This design comes from an exercise in tuning for small area and a short achievable clock period on the open sky130 flow, not from production work.
Function was not checked in any run shown here: the RTL went through the layout flow alone.
The clock port is modelled as an ideal driver; clocking choices that lean on that would not hold on a real chip.

### flow/flow/run.sh
#!/bin/bash
# Standard layout with two changes: the smallest buffer on each port, and
# useful clock skew between registers after clock tree synthesis (skew.tcl).
export BUFFER_PORTS_ARGS="-buffer_cell sky130_fd_sc_hd__buf_1"
export POST_CTS_TCL="$PWD/flow/skew.tcl"
export SKIP_CTS_REPAIR_TIMING=1
bash standard.sh > standard.log 2>&1
### flow/flow/skew.py
#!/usr/bin/env python3
"""Plan a later clock arrival for registers (useful skew).

usage: skew.py PATHS PERIOD

PATHS holds lines "kind from to slack" as skew.tcl writes them. A delay D[r]
(>= 0) on register r's clock changes a register-to-register path s->e by
D[s] - D[e]. The plan finds the smallest period T such that:
  setup   (PERIOD - slack) + D[s] - D[e] <= T      for register pairs
  hold    slack + D[s] - D[e] >= HOLD_MARGIN
  output  (PERIOD - slack) + D[s] <= T            (the skew may only hurt)
  input   (PERIOD - slack) <= T                   (no gain from the skew)
  D[r] <= DMAX
and prints, for each register that needs a delay, a chain of delay cells.
"""
import sys

DMAX = 1.2
HOLD_MARGIN = 0.2
# cells and the delay each adds in front of one register's clock pin (ns)
CELLS = [
    ('sky130_fd_sc_hd__clkbuf_1', 0.09, 3.75),
    ('sky130_fd_sc_hd__dlygate4sd1_1', 0.20, 8.76),
    ('sky130_fd_sc_hd__clkdlybuf4s50_1', 0.46, 10.01),
]

path_file, period = sys.argv[1], float(sys.argv[2])
setup, hold, outp, inp, inhold = {}, {}, {}, {}, {}
regs = set()
for line in open(path_file):
    f = line.split()
    if len(f) != 4:
        continue
    kind, s, e, sl = f[0], f[1], f[2], float(f[3])
    if kind == 'max':
        setup[(s, e)] = min(setup.get((s, e), 1e9), sl)
        regs.update((s, e))
    elif kind == 'min':
        hold[(s, e)] = min(hold.get((s, e), 1e9), sl)
        regs.update((s, e))
    elif kind == 'outmax':
        outp[s] = min(outp.get(s, 1e9), sl)
        regs.add(s)
    elif kind == 'inmax':
        inp[e] = min(inp.get(e, 1e9), sl)
        regs.add(e)
    elif kind == 'inmin':
        inhold[e] = min(inhold.get(e, 1e9), sl)
        regs.add(e)
regs = sorted(regs)
idx = {r: i + 1 for i, r in enumerate(regs)}


def solve(T):
    # difference constraints x[b] >= x[a] + w as edges (a, b, w); longest path
    edges = []
    for r in regs:
        ub = DMAX
        if r in inhold:
            ub = min(ub, max(0.0, inhold[r] - HOLD_MARGIN))
        if r in outp:
            ub = min(ub, T - (period - outp[r]))
        if ub < 0:
            return None
        edges.append((0, idx[r], 0.0))
        edges.append((idx[r], 0, -ub))
    for (s, e), sl in setup.items():
        d = period - sl
        if s == e:
            if d > T:
                return None
            continue
        edges.append((idx[s], idx[e], d - T))
    for (s, e), sl in hold.items():
        if s == e:
            continue
        # D[e] - D[s] <= sl - margin
        edges.append((idx[e], idx[s], -max(0.0, sl - HOLD_MARGIN)))
    for e, sl in inp.items():
        if period - sl > T:
            return None
    n = len(regs) + 1
    x = [0.0] + [-1e18] * (n - 1)
    for it in range(n + 1):
        changed = False
        for a, b, w in edges:
            if x[a] > -1e17 and x[a] + w > x[b] + 1e-9:
                x[b] = x[a] + w
                changed = True
        if not changed:
            return {r: x[idx[r]] for r in regs}
        if x[0] > 1e-9:
            return None
    return None


t0 = max([period - sl for sl in setup.values()] + [period - sl for sl in inp.values()]
         + [period - sl for sl in outp.values()])
lo, hi = 0.0, t0
if solve(hi) is None:
    print(f'# no skew plan (T0 {t0:.3f})')
    sys.exit(0)
for _ in range(40):
    m = (lo + hi) / 2
    if solve(m) is None:
        lo = m
    else:
        hi = m
T = hi
D = solve(T)
print(f'# period without skew {t0:.3f}, with skew {T:.3f}')


def chain(delta):
    # fewest-area chain of cells whose delay is closest to delta
    best = None
    for a in range(0, 4):
        for b in range(0, 4):
            for c in range(0, 4):
                if a + b + c == 0 or a + b + c > 4:
                    continue
                n = (a, b, c)
                d = sum(k * cell[1] for k, cell in zip(n, CELLS))
                area = sum(k * cell[2] for k, cell in zip(n, CELLS))
                cost = abs(d - delta) + 0.004 * area
                if best is None or cost < best[0]:
                    best = (cost, n)
    out = []
    for k, cell in zip(best[1], CELLS):
        out += [cell[0]] * k
    return out


for r in regs:
    d = D[r]
    if d < 0.06:
        continue
    print('delay', r, f'{d:.3f}', ' '.join(chain(d)))
### flow/flow/skew.tcl
# Useful clock skew between registers, run after clock tree synthesis
# (POST_CTS_TCL). It measures the worst setup and hold slack of every
# register-to-register path, and the worst slack of every path from an input
# and to an output, then asks skew.py for a later clock arrival for each
# register that shortens the period set by the register-to-register paths.
# Paths from the inputs and to the outputs get no gain from it: an input path
# must meet that period without the skew, and an output path must meet it with
# the skew. The delays are made by clock buffers put in front of the
# registers' clock pins.

set skew_dir [file dirname [file normalize [info script]]]
set work_dir [file dirname $skew_dir]
set_propagated_clock [all_clocks]
estimate_parasitics -placement

set regs [all_registers -cells]
set clkpin [dict create]
set dpin [dict create]
set cellof [dict create]
foreach r $regs {
  set n [get_full_name $r]
  dict set cellof $n $r
  foreach p [get_pins -of_objects $r] {
    set pn [get_property $p lib_pin_name]
    if { $pn == "CLK" } { dict set clkpin $n $p }
    if { $pn == "D" } { dict set dpin $n $p }
  }
}

set f [open $work_dir/skew_paths.txt w]
foreach r $regs {
  set n [get_full_name $r]
  set cp [dict get $clkpin $n]
  foreach {kind pd} {max max min min} {
    set paths [find_timing_paths -from $cp -path_delay $pd \
      -group_path_count 10000 -endpoint_path_count 1 -unique_paths_to_endpoint]
    foreach p $paths {
      set ep [get_property $p endpoint]
      set epn [get_full_name $ep]
      if { [get_property $ep direction] == "output" } {
        puts $f "out$kind $n - [get_property $p slack]"
      } else {
        set einst [get_full_name [get_cells -of_objects $ep]]
        puts $f "$kind $n $einst [get_property $p slack]"
      }
    }
  }
  set dp [dict get $dpin $n]
  foreach {kind pd} {inmax max inmin min} {
    set paths [find_timing_paths -from [all_inputs] -to $dp -path_delay $pd]
    foreach p $paths {
      puts $f "$kind - $n [get_property $p slack]"
    }
  }
}
close $f

set period [get_property [lindex [all_clocks] 0] period]
exec python3 $skew_dir/skew.py $work_dir/skew_paths.txt $period > $work_dir/skew_plan.txt
puts "skew plan:"
puts [exec cat $work_dir/skew_plan.txt]

set block [ord::get_db_block]
set nbuf 0
foreach line [split [exec cat $work_dir/skew_plan.txt] "\n"] {
  if { [llength $line] < 3 || [lindex $line 0] != "delay" } { continue }
  set n [lindex $line 1]
  set cells [lrange $line 3 end]
  set inst [sta::sta_to_db_inst [dict get $cellof $n]]
  set loc [$inst getLocation]
  foreach cell $cells {
    set p [dict get $clkpin $n]
    set net [get_nets -of_objects $p]
    insert_buffer -buffer_cell $cell -net $net -load_pins [list $p] \
      -location [list [ord::dbu_to_microns [lindex $loc 0]] \
        [ord::dbu_to_microns [lindex $loc 1]]] \
      -buffer_name skewbuf_$nbuf -net_name skewnet_$nbuf
    set bnet [$block findNet skewnet_$nbuf]
    if { $bnet ne "NULL" && $bnet ne "" } { $bnet setSigType CLOCK }
    incr nbuf
  }
}
puts "skew buffers inserted: $nbuf"

detailed_placement
check_placement -verbose
estimate_parasitics -placement
report_worst_slack -max
report_worst_slack -min
### flow/standard.sh
#!/bin/bash
# synth_recipe.tcl (not shown) runs the flow's synth.tcl, then flattens the netlist and writes it again
# the make line also repeats each setting of config.mk as NAME=value (left out here)
make -C /OpenROAD-flow-scripts/flow DESIGN_CONFIG=/design/flow/config.mk WORK_HOME=/design/flow/orfs CLKGATE_MAP_FILE= SYNTH_SCRIPT=/design/flow/synth_recipe.tcl "${@:-finish}"
### flow/config.mk
export PLATFORM = sky130hd
export DESIGN_NAME = prng
export DESIGN_NICKNAME = prng
export VERILOG_FILES = /design/flow/design.v
export SDC_FILE = /design/flow/constraint.sdc
export NUM_CORES = 4
export LEC_CHECK = 0
export CAP_MARGIN = 20
export CORE_MARGIN = 2
export CORE_UTILIZATION = 60
export SETUP_SLACK_MARGIN = 3.0
export SLEW_MARGIN = 20
export SYNTH_HIERARCHICAL = 1
### flow/constraint.sdc
create_clock -name core_clock -period 7.0 [get_ports {clk}]
set_input_delay 1.4000 -clock core_clock [delete_from_list [all_inputs] [get_ports {clk}]]
set_output_delay 1.4000 -clock core_clock [all_outputs]
set_load 0.01 [all_outputs]
### flow/design.v
module prng (
    input logic [31:0] seed,
    output logic [31:0] rand_num,
    input logic clk,
    input logic rst
);
    logic [31:0] state;
    wire [30:0] x = state[30:0];
    wire [30:0] xn = ~state[30:0];
    wire [30:0] nxt;
    wire s0; wire c0;
    assign s0 = 1'b1 ^ x[2] ^ xn[0];
    assign c0 = (1'b1 & x[2]) | (1'b1 & xn[0]) | (x[2] & xn[0]);
    wire s1; wire c1;
    assign s1 = 1'b1 ^ x[3] ^ xn[1];
    assign c1 = (1'b1 & x[3]) | (1'b1 & xn[1]) | (x[3] & xn[1]);
    wire s2; wire c2;
    fa u2 (.a(x[4]), .b(xn[2]), .c(xn[0]), .s(s2), .co(c2));
    wire s3; wire c3;
    fa u3 (.a(x[5]), .b(xn[3]), .c(xn[1]), .s(s3), .co(c3));
    wire s4; wire c4;
    assign s4 = 1'b0 ^ x[4] ^ x[2];
    assign c4 = (1'b0 & x[4]) | (1'b0 & x[2]) | (x[4] & x[2]);
    wire s5; wire c5;
    fa u5 (.a(x[6]), .b(c3), .c(~s4), .s(s5), .co(c5));
    wire s6; wire c6;
    fa u6 (.a(x[7]), .b(xn[5]), .c(xn[3]), .s(s6), .co(c6));
    wire s7; wire c7;
    fa u7 (.a(x[0]), .b(~c4), .c(s6), .s(s7), .co(c7));
    wire s8; wire c8;
    fa u8 (.a(x[8]), .b(xn[6]), .c(xn[4]), .s(s8), .co(c8));
    wire s9; wire c9;
    fa u9 (.a(x[1]), .b(c6), .c(s8), .s(s9), .co(c9));
    wire s10; wire c10;
    assign s10 = 1'b1 ^ x[9] ^ x[2];
    assign c10 = (1'b1 & x[9]) | (1'b1 & x[2]) | (x[9] & x[2]);
    wire s11; wire c11;
    fa u11 (.a(xn[7]), .b(xn[5]), .c(xn[0]), .s(s11), .co(c11));
    wire s12; wire c12;
    fa u12 (.a(c8), .b(s10), .c(s11), .s(s12), .co(c12));
    wire s13; wire c13;
    fa u13 (.a(xn[8]), .b(xn[6]), .c(xn[1]), .s(s13), .co(c13));
    wire s14; wire c14;
    fa u14 (.a(x[10]), .b(x[3]), .c(c10), .s(s14), .co(c14));
    wire s15; wire c15;
    fa u15 (.a(c11), .b(s13), .c(c12), .s(s15), .co(c15));
    wire s16; wire c16;
    fa u16 (.a(xn[9]), .b(xn[7]), .c(xn[2]), .s(s16), .co(c16));
    wire s17; wire c17;
    fa u17 (.a(x[11]), .b(x[4]), .c(c13), .s(s17), .co(c17));
    wire s18; wire c18;
    fa u18 (.a(s16), .b(c14), .c(s17), .s(s18), .co(c18));
    wire s19; wire c19;
    assign s19 = 1'b1 ^ x[12] ^ x[5];
    assign c19 = (1'b1 & x[12]) | (1'b1 & x[5]) | (x[12] & x[5]);
    wire s20; wire c20;
    fa u20 (.a(xn[10]), .b(xn[8]), .c(xn[3]), .s(s20), .co(c20));
    wire s21; wire c21;
    fa u21 (.a(x[0]), .b(c16), .c(s19), .s(s21), .co(c21));
    wire s22; wire c22;
    fa u22 (.a(s20), .b(c17), .c(s21), .s(s22), .co(c22));
    wire s23; wire c23;
    assign s23 = 1'b1 ^ x[13] ^ x[6];
    assign c23 = (1'b1 & x[13]) | (1'b1 & x[6]) | (x[13] & x[6]);
    wire s24; wire c24;
    fa u24 (.a(xn[11]), .b(xn[9]), .c(xn[4]), .s(s24), .co(c24));
    wire s25; wire c25;
    fa u25 (.a(x[1]), .b(c19), .c(c20), .s(s25), .co(c25));
    wire s26; wire c26;
    fa u26 (.a(s23), .b(s24), .c(c21), .s(s26), .co(c26));
    wire s27; wire c27;
    fa u27 (.a(s25), .b(c22), .c(s26), .s(s27), .co(c27));
    wire s28; wire c28;
    fa u28 (.a(x[14]), .b(x[7]), .c(x[2]), .s(s28), .co(c28));
    wire s29; wire c29;
    fa u29 (.a(xn[12]), .b(xn[10]), .c(xn[5]), .s(s29), .co(c29));
    wire s30; wire c30;
    fa u30 (.a(x[0]), .b(c23), .c(c24), .s(s30), .co(c30));
    wire s31; wire c31;
    fa u31 (.a(s28), .b(s29), .c(c25), .s(s31), .co(c31));
    wire s32; wire c32;
    fa u32 (.a(s30), .b(c26), .c(s31), .s(s32), .co(c32));
    wire s33; wire c33;
    fa u33 (.a(x[15]), .b(x[8]), .c(x[3]), .s(s33), .co(c33));
    wire s34; wire c34;
    fa u34 (.a(xn[13]), .b(xn[11]), .c(xn[6]), .s(s34), .co(c34));
    wire s35; wire c35;
    fa u35 (.a(x[1]), .b(c28), .c(c29), .s(s35), .co(c35));
    wire s36; wire c36;
    fa u36 (.a(s33), .b(s34), .c(c30), .s(s36), .co(c36));
    wire s37; wire c37;
    fa u37 (.a(s35), .b(c31), .c(s36), .s(s37), .co(c37));
    wire s38; wire c38;
    fa u38 (.a(x[16]), .b(x[9]), .c(x[4]), .s(s38), .co(c38));
    wire s39; wire c39;
    fa u39 (.a(xn[14]), .b(xn[12]), .c(xn[7]), .s(s39), .co(c39));
    wire s40; wire c40;
    fa u40 (.a(x[2]), .b(c33), .c(c34), .s(s40), .co(c40));
    wire s41; wire c41;
    fa u41 (.a(s38), .b(s39), .c(c35), .s(s41), .co(c41));
    wire s42; wire c42;
    fa u42 (.a(s40), .b(c36), .c(s41), .s(s42), .co(c42));
    wire s43; wire c43;
    assign s43 = 1'b1 ^ x[17] ^ x[10];
    assign c43 = (1'b1 & x[17]) | (1'b1 & x[10]) | (x[17] & x[10]);
    wire s44; wire c44;
    fa u44 (.a(xn[15]), .b(xn[13]), .c(xn[8]), .s(s44), .co(c44));
    wire s45; wire c45;
    fa u45 (.a(x[5]), .b(x[3]), .c(xn[0]), .s(s45), .co(c45));
    wire s46; wire c46;
    fa u46 (.a(c38), .b(c39), .c(s43), .s(s46), .co(c46));
    wire s47; wire c47;
    fa u47 (.a(s44), .b(s45), .c(c40), .s(s47), .co(c47));
    wire s48; wire c48;
    fa u48 (.a(s46), .b(c41), .c(s47), .s(s48), .co(c48));
    wire s49; wire c49;
    fa u49 (.a(x[18]), .b(x[11]), .c(x[6]), .s(s49), .co(c49));
    wire s50; wire c50;
    fa u50 (.a(xn[16]), .b(xn[14]), .c(xn[9]), .s(s50), .co(c50));
    wire s51; wire c51;
    fa u51 (.a(x[4]), .b(c43), .c(c44), .s(s51), .co(c51));
    wire s52; wire c52;
    fa u52 (.a(xn[1]), .b(c45), .c(s49), .s(s52), .co(c52));
    wire s53; wire c53;
    fa u53 (.a(s50), .b(c46), .c(s51), .s(s53), .co(c53));
    wire s54; wire c54;
    fa u54 (.a(s52), .b(c47), .c(s53), .s(s54), .co(c54));
    wire s55; wire c55;
    fa u55 (.a(x[19]), .b(x[12]), .c(x[7]), .s(s55), .co(c55));
    wire s56; wire c56;
    fa u56 (.a(xn[17]), .b(xn[15]), .c(xn[10]), .s(s56), .co(c56));
    wire s57; wire c57;
    fa u57 (.a(x[5]), .b(xn[2]), .c(x[0]), .s(s57), .co(c57));
    wire s58; wire c58;
    fa u58 (.a(c49), .b(c50), .c(s55), .s(s58), .co(c58));
    wire s59; wire c59;
    fa u59 (.a(s56), .b(s57), .c(c51), .s(s59), .co(c59));
    wire s60; wire c60;
    fa u60 (.a(c52), .b(s58), .c(c53), .s(s60), .co(c60));
    wire s61; wire c61;
    fa u61 (.a(s59), .b(c54), .c(s60), .s(s61), .co(c61));
    wire s62; wire c62;
    fa u62 (.a(x[20]), .b(x[13]), .c(x[8]), .s(s62), .co(c62));
    wire s63; wire c63;
    fa u63 (.a(xn[18]), .b(xn[16]), .c(xn[11]), .s(s63), .co(c63));
    wire s64; wire c64;
    fa u64 (.a(x[6]), .b(xn[3]), .c(x[1]), .s(s64), .co(c64));
    wire s65; wire c65;
    fa u65 (.a(c55), .b(c56), .c(c57), .s(s65), .co(c65));
    wire s66; wire c66;
    fa u66 (.a(s62), .b(s63), .c(s64), .s(s66), .co(c66));
    wire s67; wire c67;
    fa u67 (.a(c58), .b(s65), .c(s66), .s(s67), .co(c67));
    wire s68; wire c68;
    fa u68 (.a(c59), .b(s67), .c(c60), .s(s68), .co(c68));
    wire s69; wire c69;
    fa u69 (.a(x[21]), .b(x[14]), .c(x[9]), .s(s69), .co(c69));
    wire s70; wire c70;
    fa u70 (.a(xn[19]), .b(xn[17]), .c(xn[12]), .s(s70), .co(c70));
    wire s71; wire c71;
    fa u71 (.a(x[7]), .b(xn[4]), .c(x[2]), .s(s71), .co(c71));
    wire s72; wire c72;
    fa u72 (.a(c62), .b(c63), .c(c64), .s(s72), .co(c72));
    wire s73; wire c73;
    fa u73 (.a(s69), .b(s70), .c(s71), .s(s73), .co(c73));
    wire s74; wire c74;
    fa u74 (.a(c65), .b(c66), .c(s72), .s(s74), .co(c74));
    wire s75; wire c75;
    fa u75 (.a(s73), .b(c67), .c(s74), .s(s75), .co(c75));
    wire s76; wire c76;
    assign s76 = 1'b1 ^ x[22] ^ x[15];
    assign c76 = (1'b1 & x[22]) | (1'b1 & x[15]) | (x[22] & x[15]);
    wire s77; wire c77;
    fa u77 (.a(xn[20]), .b(xn[18]), .c(xn[13]), .s(s77), .co(c77));
    wire s78; wire c78;
    fa u78 (.a(x[10]), .b(x[8]), .c(x[3]), .s(s78), .co(c78));
    wire s79; wire c79;
    fa u79 (.a(xn[5]), .b(xn[0]), .c(c69), .s(s79), .co(c79));
    wire s80; wire c80;
    fa u80 (.a(c70), .b(c71), .c(s76), .s(s80), .co(c80));
    wire s81; wire c81;
    fa u81 (.a(s77), .b(s78), .c(c72), .s(s81), .co(c81));
    wire s82; wire c82;
    fa u82 (.a(c73), .b(s79), .c(s80), .s(s82), .co(c82));
    wire s83; wire c83;
    fa u83 (.a(c74), .b(s81), .c(s82), .s(s83), .co(c83));
    wire s84; wire c84;
    fa u84 (.a(x[23]), .b(x[16]), .c(x[11]), .s(s84), .co(c84));
    wire s85; wire c85;
    fa u85 (.a(xn[21]), .b(xn[19]), .c(xn[14]), .s(s85), .co(c85));
    wire s86; wire c86;
    fa u86 (.a(x[9]), .b(xn[6]), .c(x[4]), .s(s86), .co(c86));
    wire s87; wire c87;
    fa u87 (.a(xn[1]), .b(c76), .c(c77), .s(s87), .co(c87));
    wire s88; wire c88;
    fa u88 (.a(c78), .b(s84), .c(s85), .s(s88), .co(c88));
    wire s89; wire c89;
    fa u89 (.a(s86), .b(c79), .c(c80), .s(s89), .co(c89));
    wire s90; wire c90;
    fa u90 (.a(s87), .b(s88), .c(c81), .s(s90), .co(c90));
    wire s91; wire c91;
    fa u91 (.a(c82), .b(s89), .c(s90), .s(s91), .co(c91));
    wire s92; wire c92;
    fa u92 (.a(x[24]), .b(x[17]), .c(x[12]), .s(s92), .co(c92));
    wire s93; wire c93;
    fa u93 (.a(xn[22]), .b(xn[20]), .c(xn[15]), .s(s93), .co(c93));
    wire s94; wire c94;
    fa u94 (.a(x[10]), .b(xn[7]), .c(x[5]), .s(s94), .co(c94));
    wire s95; wire c95;
    fa u95 (.a(xn[2]), .b(c84), .c(c85), .s(s95), .co(c95));
    wire s96; wire c96;
    fa u96 (.a(c86), .b(s92), .c(s93), .s(s96), .co(c96));
    wire s97; wire c97;
    fa u97 (.a(s94), .b(c87), .c(c88), .s(s97), .co(c97));
    wire s98; wire c98;
    fa u98 (.a(s95), .b(s96), .c(c89), .s(s98), .co(c98));
    wire s99; wire c99;
    fa u99 (.a(s97), .b(c90), .c(s98), .s(s99), .co(c99));
    wire s100; wire c100;
    fa u100 (.a(x[25]), .b(x[18]), .c(x[13]), .s(s100), .co(c100));
    wire s101; wire c101;
    fa u101 (.a(xn[23]), .b(xn[21]), .c(xn[16]), .s(s101), .co(c101));
    wire s102; wire c102;
    fa u102 (.a(x[11]), .b(x[6]), .c(x[0]), .s(s102), .co(c102));
    wire s103; wire c103;
    fa u103 (.a(xn[8]), .b(xn[3]), .c(c92), .s(s103), .co(c103));
    wire s104; wire c104;
    fa u104 (.a(c93), .b(c94), .c(s100), .s(s104), .co(c104));
    wire s105; wire c105;
    fa u105 (.a(s101), .b(s102), .c(c95), .s(s105), .co(c105));
    wire s106; wire c106;
    fa u106 (.a(c96), .b(s103), .c(s104), .s(s106), .co(c106));
    wire s107; wire c107;
    fa u107 (.a(c97), .b(s105), .c(s106), .s(s107), .co(c107));
    wire s108; wire c108;
    fa u108 (.a(c98), .b(s107), .c(c99), .s(s108), .co(c108));
    wire s109; wire c109;
    fa u109 (.a(x[26]), .b(x[19]), .c(x[14]), .s(s109), .co(c109));
    wire s110; wire c110;
    fa u110 (.a(xn[24]), .b(xn[22]), .c(xn[17]), .s(s110), .co(c110));
    wire s111; wire c111;
    fa u111 (.a(x[12]), .b(x[7]), .c(x[1]), .s(s111), .co(c111));
    wire s112; wire c112;
    fa u112 (.a(xn[9]), .b(xn[4]), .c(c100), .s(s112), .co(c112));
    wire s113; wire c113;
    fa u113 (.a(c101), .b(c102), .c(s109), .s(s113), .co(c113));
    wire s114; wire c114;
    fa u114 (.a(s110), .b(s111), .c(c103), .s(s114), .co(c114));
    wire s115; wire c115;
    fa u115 (.a(c104), .b(s112), .c(s113), .s(s115), .co(c115));
    wire s116; wire c116;
    fa u116 (.a(c105), .b(s114), .c(c106), .s(s116), .co(c116));
    wire s117; wire c117;
    fa u117 (.a(s115), .b(c107), .c(s116), .s(s117), .co(c117));
    wire s118; wire c118;
    fa u118 (.a(x[27]), .b(x[20]), .c(x[15]), .s(s118), .co(c118));
    wire s119; wire c119;
    fa u119 (.a(xn[25]), .b(xn[23]), .c(xn[18]), .s(s119), .co(c119));
    wire s120; wire c120;
    fa u120 (.a(x[13]), .b(x[8]), .c(x[2]), .s(s120), .co(c120));
    wire s121; wire c121;
    fa u121 (.a(xn[10]), .b(xn[5]), .c(c109), .s(s121), .co(c121));
    wire s122; wire c122;
    fa u122 (.a(c110), .b(c111), .c(s118), .s(s122), .co(c122));
    wire s123; wire c123;
    fa u123 (.a(s119), .b(s120), .c(c112), .s(s123), .co(c123));
    wire s124; wire c124;
    fa u124 (.a(c113), .b(s121), .c(s122), .s(s124), .co(c124));
    wire s125; wire c125;
    fa u125 (.a(c114), .b(s123), .c(c115), .s(s125), .co(c125));
    wire s126; wire c126;
    fa u126 (.a(s124), .b(c116), .c(s125), .s(s126), .co(c126));
    wire s127; wire c127;
    fa u127 (.a(x[28]), .b(x[21]), .c(x[16]), .s(s127), .co(c127));
    wire s128; wire c128;
    fa u128 (.a(xn[26]), .b(xn[24]), .c(xn[19]), .s(s128), .co(c128));
    wire s129; wire c129;
    fa u129 (.a(x[14]), .b(x[9]), .c(x[3]), .s(s129), .co(c129));
    wire s130; wire c130;
    fa u130 (.a(xn[11]), .b(xn[6]), .c(c118), .s(s130), .co(c130));
    wire s131; wire c131;
    fa u131 (.a(c119), .b(c120), .c(s127), .s(s131), .co(c131));
    wire s132; wire c132;
    fa u132 (.a(s128), .b(s129), .c(c121), .s(s132), .co(c132));
    wire s133; wire c133;
    fa u133 (.a(c122), .b(s130), .c(s131), .s(s133), .co(c133));
    wire s134; wire c134;
    fa u134 (.a(c123), .b(s132), .c(c124), .s(s134), .co(c134));
    wire s135; wire c135;
    fa u135 (.a(s133), .b(c125), .c(s134), .s(s135), .co(c135));
    wire s136; wire c136;
    fa u136 (.a(x[29]), .b(x[22]), .c(x[17]), .s(s136), .co(c136));
    wire s137; wire c137;
    fa u137 (.a(xn[27]), .b(xn[25]), .c(xn[20]), .s(s137), .co(c137));
    wire s138; wire c138;
    fa u138 (.a(x[15]), .b(x[10]), .c(x[4]), .s(s138), .co(c138));
    wire s139; wire c139;
    fa u139 (.a(xn[12]), .b(xn[7]), .c(c127), .s(s139), .co(c139));
    wire s140; wire c140;
    fa u140 (.a(c128), .b(c129), .c(s136), .s(s140), .co(c140));
    wire s141; wire c141;
    fa u141 (.a(s137), .b(s138), .c(c130), .s(s141), .co(c141));
    wire s142; wire c142;
    fa u142 (.a(c131), .b(s139), .c(s140), .s(s142), .co(c142));
    wire s143; wire c143;
    fa u143 (.a(c132), .b(s141), .c(c133), .s(s143), .co(c143));
    wire s144; wire c144;
    fa u144 (.a(s142), .b(c134), .c(s143), .s(s144), .co(c144));
    wire s145;
    assign s145 = x[30] ^ x[23] ^ x[18];
    wire s146;
    assign s146 = x[28] ^ x[26] ^ x[21];
    wire s147;
    assign s147 = x[16] ^ x[11] ^ x[5];
    wire s148;
    assign s148 = xn[13] ^ xn[8] ^ x[0];
    wire s149;
    assign s149 = c136 ^ c137 ^ c138;
    wire s150;
    assign s150 = s145 ^ ~s146 ^ s147;
    wire s151;
    assign s151 = s148 ^ c139 ^ c140;
    wire s152;
    assign s152 = s149 ^ s150 ^ c141;
    wire s153;
    assign s153 = c142 ^ s151 ^ s152;
    wire s154;
    assign s154 = c143 ^ s153 ^ c144;
    wire [30:0] ra, rb;
    assign ra[0] = x[0];
    assign rb[0] = 1'b1;
    assign ra[1] = x[1];
    assign rb[1] = 1'b0;
    assign ra[2] = s0;
    assign rb[2] = 1'b0;
    assign ra[3] = c0;
    assign rb[3] = s1;
    assign ra[4] = c1;
    assign rb[4] = s2;
    assign ra[5] = c2;
    assign rb[5] = s3;
    assign ra[6] = s5;
    assign rb[6] = 1'b0;
    assign ra[7] = c5;
    assign rb[7] = s7;
    assign ra[8] = c7;
    assign rb[8] = s9;
    assign ra[9] = c9;
    assign rb[9] = s12;
    assign ra[10] = s14;
    assign rb[10] = s15;
    assign ra[11] = c15;
    assign rb[11] = s18;
    assign ra[12] = c18;
    assign rb[12] = s22;
    assign ra[13] = s27;
    assign rb[13] = 1'b0;
    assign ra[14] = c27;
    assign rb[14] = s32;
    assign ra[15] = c32;
    assign rb[15] = s37;
    assign ra[16] = c37;
    assign rb[16] = s42;
    assign ra[17] = c42;
    assign rb[17] = s48;
    assign ra[18] = c48;
    assign rb[18] = s54;
    assign ra[19] = s61;
    assign rb[19] = 1'b0;
    assign ra[20] = c61;
    assign rb[20] = s68;
    assign ra[21] = c68;
    assign rb[21] = s75;
    assign ra[22] = c75;
    assign rb[22] = s83;
    assign ra[23] = c83;
    assign rb[23] = s91;
    assign ra[24] = c91;
    assign rb[24] = s99;
    assign ra[25] = s108;
    assign rb[25] = 1'b0;
    assign ra[26] = c108;
    assign rb[26] = s117;
    assign ra[27] = c117;
    assign rb[27] = s126;
    assign ra[28] = c126;
    assign rb[28] = s135;
    assign ra[29] = c135;
    assign rb[29] = s144;
    assign ra[30] = s154;
    assign rb[30] = 1'b0;
    wire [30:0] g0 = ra & rb;
    wire [30:0] p0 = ra ^ rb;
    wire gg1 = g0[1] | (p0[1] & g0[0]);
    wire gg2 = g0[3] | (p0[3] & g0[2]);
    wire pp2 = p0[3] & p0[2];
    wire gg3 = g0[5] | (p0[5] & g0[4]);
    wire pp3 = p0[5] & p0[4];
    wire gg4 = g0[7] | (p0[7] & g0[6]);
    wire pp4 = p0[7] & p0[6];
    wire gg5 = g0[9] | (p0[9] & g0[8]);
    wire pp5 = p0[9] & p0[8];
    wire gg6 = g0[11] | (p0[11] & g0[10]);
    wire pp6 = p0[11] & p0[10];
    wire gg7 = g0[13] | (p0[13] & g0[12]);
    wire pp7 = p0[13] & p0[12];
    wire gg8 = g0[15] | (p0[15] & g0[14]);
    wire pp8 = p0[15] & p0[14];
    wire gg9 = g0[17] | (p0[17] & g0[16]);
    wire pp9 = p0[17] & p0[16];
    wire gg10 = g0[19] | (p0[19] & g0[18]);
    wire pp10 = p0[19] & p0[18];
    wire gg11 = g0[21] | (p0[21] & g0[20]);
    wire pp11 = p0[21] & p0[20];
    wire gg12 = g0[23] | (p0[23] & g0[22]);
    wire pp12 = p0[23] & p0[22];
    wire gg13 = g0[25] | (p0[25] & g0[24]);
    wire pp13 = p0[25] & p0[24];
    wire gg14 = g0[27] | (p0[27] & g0[26]);
    wire pp14 = p0[27] & p0[26];
    wire gg15 = g0[29] | (p0[29] & g0[28]);
    wire pp15 = p0[29] & p0[28];
    wire gg16 = gg2 | (pp2 & gg1);
    wire gg17 = gg4 | (pp4 & gg3);
    wire pp17 = pp4 & pp3;
    wire gg18 = gg6 | (pp6 & gg5);
    wire pp18 = pp6 & pp5;
    wire gg19 = gg8 | (pp8 & gg7);
    wire pp19 = pp8 & pp7;
    wire gg20 = gg10 | (pp10 & gg9);
    wire pp20 = pp10 & pp9;
    wire gg21 = gg12 | (pp12 & gg11);
    wire pp21 = pp12 & pp11;
    wire gg22 = gg14 | (pp14 & gg13);
    wire pp22 = pp14 & pp13;
    wire gg23 = gg17 | (pp17 & gg16);
    wire gg24 = gg19 | (pp19 & gg18);
    wire pp24 = pp19 & pp18;
    wire gg25 = gg21 | (pp21 & gg20);
    wire pp25 = pp21 & pp20;
    wire gg26 = gg24 | (pp24 & gg23);
    wire gg27 = gg25 | (pp25 & gg26);
    wire gg28 = gg18 | (pp18 & gg23);
    wire gg29 = gg20 | (pp20 & gg26);
    wire gg30 = gg22 | (pp22 & gg27);
    wire gg31 = gg3 | (pp3 & gg16);
    wire gg32 = gg5 | (pp5 & gg23);
    wire gg33 = gg7 | (pp7 & gg28);
    wire gg34 = gg9 | (pp9 & gg26);
    wire gg35 = gg11 | (pp11 & gg29);
    wire gg36 = gg13 | (pp13 & gg27);
    wire gg37 = gg15 | (pp15 & gg30);
    wire gg38 = g0[2] | (p0[2] & gg1);
    wire gg39 = g0[4] | (p0[4] & gg16);
    wire gg40 = g0[6] | (p0[6] & gg31);
    wire gg41 = g0[8] | (p0[8] & gg23);
    wire gg42 = g0[10] | (p0[10] & gg32);
    wire gg43 = g0[12] | (p0[12] & gg28);
    wire gg44 = g0[14] | (p0[14] & gg33);
    wire gg45 = g0[16] | (p0[16] & gg26);
    wire gg46 = g0[18] | (p0[18] & gg34);
    wire gg47 = g0[20] | (p0[20] & gg29);
    wire gg48 = g0[22] | (p0[22] & gg35);
    wire gg49 = g0[24] | (p0[24] & gg27);
    wire gg50 = g0[26] | (p0[26] & gg36);
    wire gg51 = g0[28] | (p0[28] & gg30);
    wire gg52 = g0[30] | (p0[30] & gg37);
    assign nxt[0] = p0[0];
    assign nxt[1] = p0[1] ^ g0[0];
    assign nxt[2] = p0[2] ^ gg1;
    assign nxt[3] = p0[3] ^ gg38;
    assign nxt[4] = p0[4] ^ gg16;
    assign nxt[5] = p0[5] ^ gg39;
    assign nxt[6] = p0[6] ^ gg31;
    assign nxt[7] = p0[7] ^ gg40;
    assign nxt[8] = p0[8] ^ gg23;
    assign nxt[9] = p0[9] ^ gg41;
    assign nxt[10] = p0[10] ^ gg32;
    assign nxt[11] = p0[11] ^ gg42;
    assign nxt[12] = p0[12] ^ gg28;
    assign nxt[13] = p0[13] ^ gg43;
    assign nxt[14] = p0[14] ^ gg33;
    assign nxt[15] = p0[15] ^ gg44;
    assign nxt[16] = p0[16] ^ gg26;
    assign nxt[17] = p0[17] ^ gg45;
    assign nxt[18] = p0[18] ^ gg34;
    assign nxt[19] = p0[19] ^ gg46;
    assign nxt[20] = p0[20] ^ gg29;
    assign nxt[21] = p0[21] ^ gg47;
    assign nxt[22] = p0[22] ^ gg35;
    assign nxt[23] = p0[23] ^ gg48;
    assign nxt[24] = p0[24] ^ gg27;
    assign nxt[25] = p0[25] ^ gg49;
    assign nxt[26] = p0[26] ^ gg36;
    assign nxt[27] = p0[27] ^ gg50;
    assign nxt[28] = p0[28] ^ gg30;
    assign nxt[29] = p0[29] ^ gg51;
    assign nxt[30] = p0[30] ^ gg37;
    always_ff @(posedge clk) begin
        if (rst) begin
            state <= seed;
        end else begin
            state <= {1'b0, nxt};
        end
        rand_num <= state;
    end
endmodule
module fa (
    input  logic a,
    input  logic b,
    input  logic c,
    output logic s,
    output logic co
);
    assign s = a ^ b ^ c;
    assign co = (a & b) | (a & c) | (b & c);
endmodule
==> notes.md, run 1 <==
Setup path:
- The maximum fanout along the worst path is 3.
- The sort of element at the end of the critical path is a flip-flop.
- For flop-to-flop paths, the worst setup slack is 2920 ps.
- The element type at the critical path start is a flip-flop.
- The critical path arrival is 5230 ps.
- The cell seen most often among critical-path stages is sky130_fd_sc_hd__fa_1.
- Together, buffers and inverters on the worst path number 0.
- The largest individual stage delay along the critical path comes from the cell sky130_fd_sc_hd__fa_1.
- The worst setup path is of the reg2reg kind.
- The family with the most delay on the worst path is adder cells.
- The longest individual stage delay on the worst path is 540 ps.
- STA puts the critical path data required time at 8150 ps.
- Walking the worst path, the cells encountered are fa_1, fa_1, fa_2, fa_1, fa_2, xnor2_2, xnor2_1, xnor2_1, xnor3_1, or3_1, o211ai_2.

Synthesis:
- The main flop type after synthesis is sky130_fd_sc_hd__dfxtp_1.
- Averaged over all synthesized cells, the footprint is 12.9 µm².
- When the netlist entered floorplanning its net count stood at 677.
- Synthesis inferred 64 register bits.
- The synthesized netlist occupies a cell area of 5930 µm².
- Summed over all instances, the cell type with the most area after synthesis is sky130_fd_sc_hd__fa_1.
- Sorting the synthesized cells by area gives the leading types as sky130_fd_sc_hd__fa_1 50%, sky130_fd_sc_hd__dfxtp_1 22%, sky130_fd_sc_hd__ha_1 7.2%.
- Sequential cells were found to cover 21.6% of the synthesized design area.
- The number of enable-type register cells in the synthesized netlist is 0.
- The count of yosys warnings during synthesis is 7.
- Counting flops with an async set or reset pin after synthesis yields a share of 0%.
- Synthesis produced a netlist whose cell count is 460.
- The area share of the largest cell type after synthesis is 50.3%.
- The number of unique standard cell types used by synthesis is 38.

Die:
- The number of I/O pins is 66.
- The floorplan step set the die height to 103 µm.
- The width of the chip is 103 µm.
- The floorplan step defined a die boundary enclosing 10700 µm².
- The area of the placeable core is 9680 µm².
- The floorplan row count is 36.
- The starting utilization of the core area is 61.2%.

STA:
- Derived from the worst setup path, the maximum achievable clock frequency is 245 MHz.
- The final-report hold violation count came to 0.
- The count of endpoints failing setup in the final report is 0.
- Measured against its own limit, the worst slew margin works out to 62.4%.
- The slew of the pin with the lowest slew margin is 564 ps.
- The number of max-slew violations in the final report was 0.
- Setup repair after global routing could not meet its margin everywhere.
- The aggregate negative setup slack is 0 ps.
- Across the routed clock network, the largest skew measured is 1070 ps.
- The post-route minimum period is 4080 ps.
- The worst path uses 58.2% of the clock period.

Routing:
- For this block, the initial DRC count from the detailed router was 196.
- For this block, the routed nets add up to 14.8 mm of wire.
- For this run, the detailed router's first-pass iteration total came to 5.
- In the final routed layout, each cell accounts on average for 19.5 µm.
- The count of antenna-violating nets left after detailed routing is 0.
- The DRC violations left is 0.
- The overall via count from detail_route is 4005.
- Dividing the detail-routed via count by the number of cells gives 5.30.

Layout:
- The fraction of layout cells with a size suffix above 1 is 29.4%.
- The growth of design area from synthesis to finish is 26.8%.
- The core occupancy in the finished layout is 77.7%.
- The net count of the finished layout is 835.
- The number of diodes is 0.

Placement:
- The HPWL after detailed placement is 11.3 mm.
- The count of buffers added on input and output ports is 65.
- The congestion estimate from routability-driven global placement came to 0.975.

Job:
- Max-cap violations in this run came to 0.

Outcome:
- The run finished with no timing, DRC or antenna violations.

Global routing:
- The via count of the first global-routing pass came to 4134.
- The all-layer global routing usage is 30.7%.
- The first-pass GRT wire length is 22.5 mm.
- The number of antenna violations at the first check in global routing is 0.
- The overflow left after global routing is 0.
- Entering global routing, the biggest net connects 33 pins.

Clock tree:
- The clock tree from TritonCTS is done.
- The later-pin clock latency in the skew report is 1440 ps.
- The clock sink count is 64.
- The post-CTS clock slew at the launch and capture registers of the worst setup and hold paths is 50 ps.

Hold path:
- The worst min-delay path category is in2reg.
-- stage by stage --
| stage | hold WS [ps] | setup slack (ps) | cells | area [µm²] |
|---|---|---|---|---|
| floorplan | 310 | 2570 | 460 | 6140 |
| detailed placement | 315 | 2090 | 653 | 6540 |
| global route | 139 | 2760 | 756 | 7520 |
| finish | 183 | 2920 | 756 | 7520 |
| global placement | 311 | 2090 | 653 | 6540 |
-- flip-flops by register name, summed over array words and instances (netlist names) --
register	flops
rand_num	32
state	32
-- routing by layer --
layer / vias to the layer above / part of all wire (%) / global-route usage [%]
met3: 23 / 7.3 / 8.40
li1: 1783 / - / -
met1: 2049 / 41 / 42.7
met2: 150 / 49 / 47.7
met4: 0 / 2.2 / 9.62
met5: - / 0 / 0
-- worst paths after layout --
path	from	end	depth (start not counted)
hold reg to reg	state[31]	rand_num[31]	0
setup reg to reg	state[28]	state[30]	11
hold / removal	seed[28]	state[28]	2
setup / recovery	state[28]	state[30]	11
-- worst reg2reg max path, cell delays in order (launching register included) --
cell and delay (ps):
sky130_fd_sc_hd__dfxtp_4 340, sky130_fd_sc_hd__fa_1 540, sky130_fd_sc_hd__fa_1 440, sky130_fd_sc_hd__fa_2 360, sky130_fd_sc_hd__fa_1 460, sky130_fd_sc_hd__fa_2 370, sky130_fd_sc_hd__xnor2_2 170, sky130_fd_sc_hd__xnor2_1 150
sky130_fd_sc_hd__xnor2_1 140, sky130_fd_sc_hd__xnor3_1 280, sky130_fd_sc_hd__or3_1 370, sky130_fd_sc_hd__o211ai_2 150
-- Yosys stat by module, one instance, submodules excluded --
module,times used,area [µm²],cells inside,flops+latches
prng,1,3190,323,64
fa,137,20.0,1,0
-- synthesized netlist by cell type (4+ instances only) --
cell                       instances
sky130_fd_sc_hd__o21ai_0          25
sky130_fd_sc_hd__nand4_1           4
sky130_fd_sc_hd__ha_1             34
sky130_fd_sc_hd__a21o_1            7
sky130_fd_sc_hd__fa_1            149
sky130_fd_sc_hd__mux2_2            9
sky130_fd_sc_hd__xor2_1            8
sky130_fd_sc_hd__dfxtp_1          64
sky130_fd_sc_hd__xnor2_1          24
sky130_fd_sc_hd__clkbuf_1          5
sky130_fd_sc_hd__nand2_1          29
sky130_fd_sc_hd__a21oi_1           6
sky130_fd_sc_hd__inv_1            59
-- cell type report, without the clock buffers --
type / count / area (µm²)
Inverter: 59 / 255
Tap cell: 133 / 166
Multi-Input combinational cell: 331 / 4680
Fill cell: 637 / 2160
Sequential cell: 64 / 1360
Clock inverter: 7 / 62.6
Timing Repair Buffer: 122 / 686
-- cell usage in the layout, fill, tap and decap left out, drive strengths merged, types with 4 or more instances in the layout --
master	instances
a21o	7
a21oi	6
buf	121
clkbuf	29
clkdlybuf4s50	7
clkinv	4
dfxtp	64
dlygate4sd1	5
fa	149
ha	34
inv	58
mux2	9
nand2	29
nand4	4
o21ai	25
xnor2	24
xor2	8
-- cell families after synthesis --
group / Yosys count / share of synthesized area, %
AO/OA/AOI/OAI: 55 / 5.97
XOR/XNOR: 33 / 5.11
adder cells (fa/ha/maj): 183 / 57.5
buffers and inverters: 65 / 4.11
flip-flops: 64 / 21.6
multiplexers: 9 / 1.71
AND/OR/NAND/NOR: 51 / 4.01
==> run 2: changes to the inputs <==
==> flow/flow/run.sh (replaced) <==
#!/bin/bash
# Standard layout with two changes: the smallest buffer on each port, and
# useful clock skew between registers after clock tree synthesis (skew.tcl).
export BUFFER_PORTS_ARGS="-buffer_cell sky130_fd_sc_hd__buf_1"
export POST_CTS_TCL="$PWD/flow/skew.tcl"
bash standard.sh > standard.log 2>&1
==> run 2 against run 1 <==
Effect of this change:
- synthesized area unchanged
- clock skew increased by 4.6 ps
- cell area is 2.7% higher
- die area did not move
- flip-flop and latch count did not move
- setup slack improved by 51 ps
- hold slack worse by 3.7 ps
- critical path depth increased by 5
- sequential share of layout area shrank 0.28 points
- still clean on timing, DRC and antenna
==> notes.md, run 2 <==
Outcome:
- The flow ran to the end and the layout has no timing, DRC or antenna violations.

Synthesis:
- By area the synthesized netlist is led by sky130_fd_sc_hd__fa_1 50%, sky130_fd_sc_hd__dfxtp_1 22%, sky130_fd_sc_hd__ha_1 7.2%.
- The netlist uses 38 different library cells.
- For this run, the leading register cell type out of synthesis is sky130_fd_sc_hd__dfxtp_1.
- Counting every net in the synthesized netlist gives 677.
- The synthesized design contains 64 register bits.
- The average cell area after synthesis is 12.9 µm².
- After synthesis, the most frequently instantiated cells are 149 x sky130_fd_sc_hd__fa_1, 64 x sky130_fd_sc_hd__dfxtp_1, 59 x sky130_fd_sc_hd__inv_1.
- The top cell type by area accounts for 50.3% of the synthesized area.
- After technology mapping, the gate count stands at 460.
- The cell area after synthesis is 5930 µm².
- Sequential cells were found to cover 21.6% of the synthesized design area.
- The synthesized design contains 0 enable-type register cells.
- After synthesis, the share of flip-flops with an asynchronous set or reset is 0%.
- Of all cell types, the one taking the most synthesized area is sky130_fd_sc_hd__fa_1.
- During synthesis, Yosys emitted a total of 7 warnings.
- The most used standard cell by instance count after synthesis is sky130_fd_sc_hd__fa_1.

Setup path:
- The count of buffering cells on the critical path with inverters included is 4.
- The element type at the critical path start is a flip-flop.
- The critical path class is reg2reg.
- The critical path arrival is 4760 ps.
- The sort of element at the end of the critical path is a flip-flop.
- The data required time of the worst path is 7740 ps.
- The signal on the critical path passes through inv_2, ha_1, inv_1, fa_2, fa_1, fa_1, ha_1, nand3_4, nor2_4, buf_6, a211oi_4, buf_4, nand2_2, fa_2, xnor2_2, o21ai_1.
- The largest single stage delay on the critical path is 530 ps.
- Broken down by cell family, the worst path's largest delay share belongs to adder cells.
- The maximum fanout along the worst path is 3.
- Among all stages on the critical path, the largest delay is contributed by sky130_fd_sc_hd__fa_2.
- The timing startpoint of the critical path is state[22].
- In this run the critical register-to-register path is launched from state[22].

Die:
- The core region is 9680 µm².
- The y dimension of the die is 103 µm.
- In this run the count of I/O pins placed on the die edge is 66.
- The floorplan step defined a die boundary enclosing 10700 µm².
- Measured along the x axis, the die boundary spans 103 µm.
- The floorplan has 36 rows.
- The starting utilization of the core area is 61.2%.

Routing:
- The routed wire length per instance is 20.6 µm.
- In this run the remaining antenna-violating nets after routing total 0.
- The final route contains 4136 vias.
- The DRC violations left is 0.
- The vias per cell is 5.41.
- The first detailed-routing pass ran for 4 iterations.
- The final routed wirelength across all metal layers is 15.7 mm.
- The initial DRC count is 225.

Global routing:
- Entering global routing, the biggest net connects 33 pins.
- The overflow left after global routing is 0.
- The via count of the first global-routing pass is 4477.
- The first-pass GRT wire length is 24.0 mm.
- Global routing used 32.7% of the available tracks.
- The number of antenna violations at the first check in global routing is 0.

Placement:
- Detailed placement ended at an HPWL of 11.3 mm.
- Buffers placed on the I/O ports in this run total 65.
- The placed instances occupy a cell area of 6540 µm².
- Routability-driven placement finished with a final weighted congestion of 0.975.

STA:
- The worst setup skew after layout is 1070 ps.
- Hold is met by 179 ps.
- The maximum operating frequency is 248 MHz.
- The aggregate negative setup slack is 0 ps.
- The final-report hold violation count came to 0.
- Setup repair after global routing could not meet its margin everywhere.
- The relative slew slack is 62.4%.
- In the finished design, the share of the clock period the worst path needs comes to 57.5%.
- Subtracting the final worst setup slack from the clock period gives 4020 ps.
- At the pin with the least slew margin, the transition time is 564 ps.
- Setup violations remaining at the end of the flow were counted as 0.
- The number of max-slew violations in the final report is 0.

Job:
- The max-cap violation count is 0.

Clock tree:
- TritonCTS built the clock tree.
- At the later pin of the worst-skew pair, clock insertion delay measures 1440 ps.
- Clock-pin slew was measured on the worst setup and hold paths at 60 ps.
- The clock sink count is 64.

Layout:
- The largest registers in the layout are rand_num: 32 flops, state: 32 flops.
- The most common library cell in the layout ignoring fill and taps is sky130_fd_sc_hd__fa_1.
- 0 antenna diodes ended up in the layout.
- After routing the design area is 7720 µm².
- In the layout the commonest cells are 102 x sky130_fd_sc_hd__fa_1, 64 x sky130_fd_sc_hd__buf_1, 60 x sky130_fd_sc_hd__buf_4.
- The fraction of layout cells with a size suffix above 1 is 34.2%.
- At the end of the flow, the number of nets in the layout was 843.
- The growth of design area from synthesis to finish is 30.3%.

Hold path:
- The startpoint identified for the worst hold timing path is seed[28].
- The worst min-delay path category is in2reg.
-- run 2: through the flow --
| stage | cells | setup slack, ps | util, % |
|---|---|---|---|
| final | 764 | 2980 | 79.8 |
| after global routing | 764 | 2830 | 79.8 |
| after detailed placement | 653 | 2090 | 67.5 |
| after global placement | 653 | 2090 | 67.5 |
| after floorplan | 460 | 2570 | - |
-- run 2: cell families after synthesis --
family	after synthesis	synth area share, %
fa+ha+maj	183	57.5
buf+inv	65	4.11
flops	64	21.6
compound gates	55	5.97
simple gates	51	4.01
xor+xnor	33	5.11
mux	9	1.71
-- run 2: final timing paths --
kind	endpoint	slack (ps)	cells past startpoint
worst min-delay path	state[28]	180	2
worst max register to register	state[25]	2980	16
worst max-delay path	state[25]	2980	16
worst min register to register	state[30]	310	6
-- run 2: layout make-up, without the clock buffers --
class | instances | area [µm²]
clock inverter | 7 | 62.6
fill | 621 | 1960
inverter | 59 | 260
multi-input combinational | 331 | 4740
sequential | 64 | 1380
tap | 133 | 166
timing repair buffer | 130 | 787
-- run 2: modules after synthesis (local to each module, per instance) --
module,times used,cells,flip-flops and latches,cell area (µm²)
fa,137,1,0,20.0
prng,1,323,64,3190
-- run 2: routing by layer --
metal  up-vias  global-route usage (%)  share of wire [%]
li1       1797                       -                  -
met5         -                       0                  0
met4         0                    13.7                3.2
met2       186                    50.7                 49
met1      2112                    43.5                 38
met3        41                    10.0                9.5

## separate check: timing with driven ports
No port has a modelled driver above. Below, the same layouts with a new extraction and two added sets of constraints.
Step 1 assumes that a clkbuf_16 drives the clock port and a buf_2 every other input.
Step 2, shift: input delay + t, output delay - t, t = (earliest + latest rising clock arrival at the registers) / 2. This alone moves slack from input paths to output paths.
Slacks: ideal ports / drivers / drivers and shift; pairs: ideal ports / drivers.
| run | shift t [ns] | setup WS [ns] | worst setup path at the end | latest minus earliest clock arrival (ns) | worst register clock-pin slew, ns |
|---|---|---|---|---|---|
| run 1 | 0.943 | 2.924 / 2.924 / 2.924 | register to register | 1.068 / 1.069 | 0.07 / 0.07 |
| run 2 | 0.946 | 2.975 / 2.975 / 2.975 | register to register | 1.073 / 1.073 | 0.08 / 0.08 |
In run 1 and run 2 the clock reaches the registers at very different times; t lies between them, and the last value is a rough guide only.
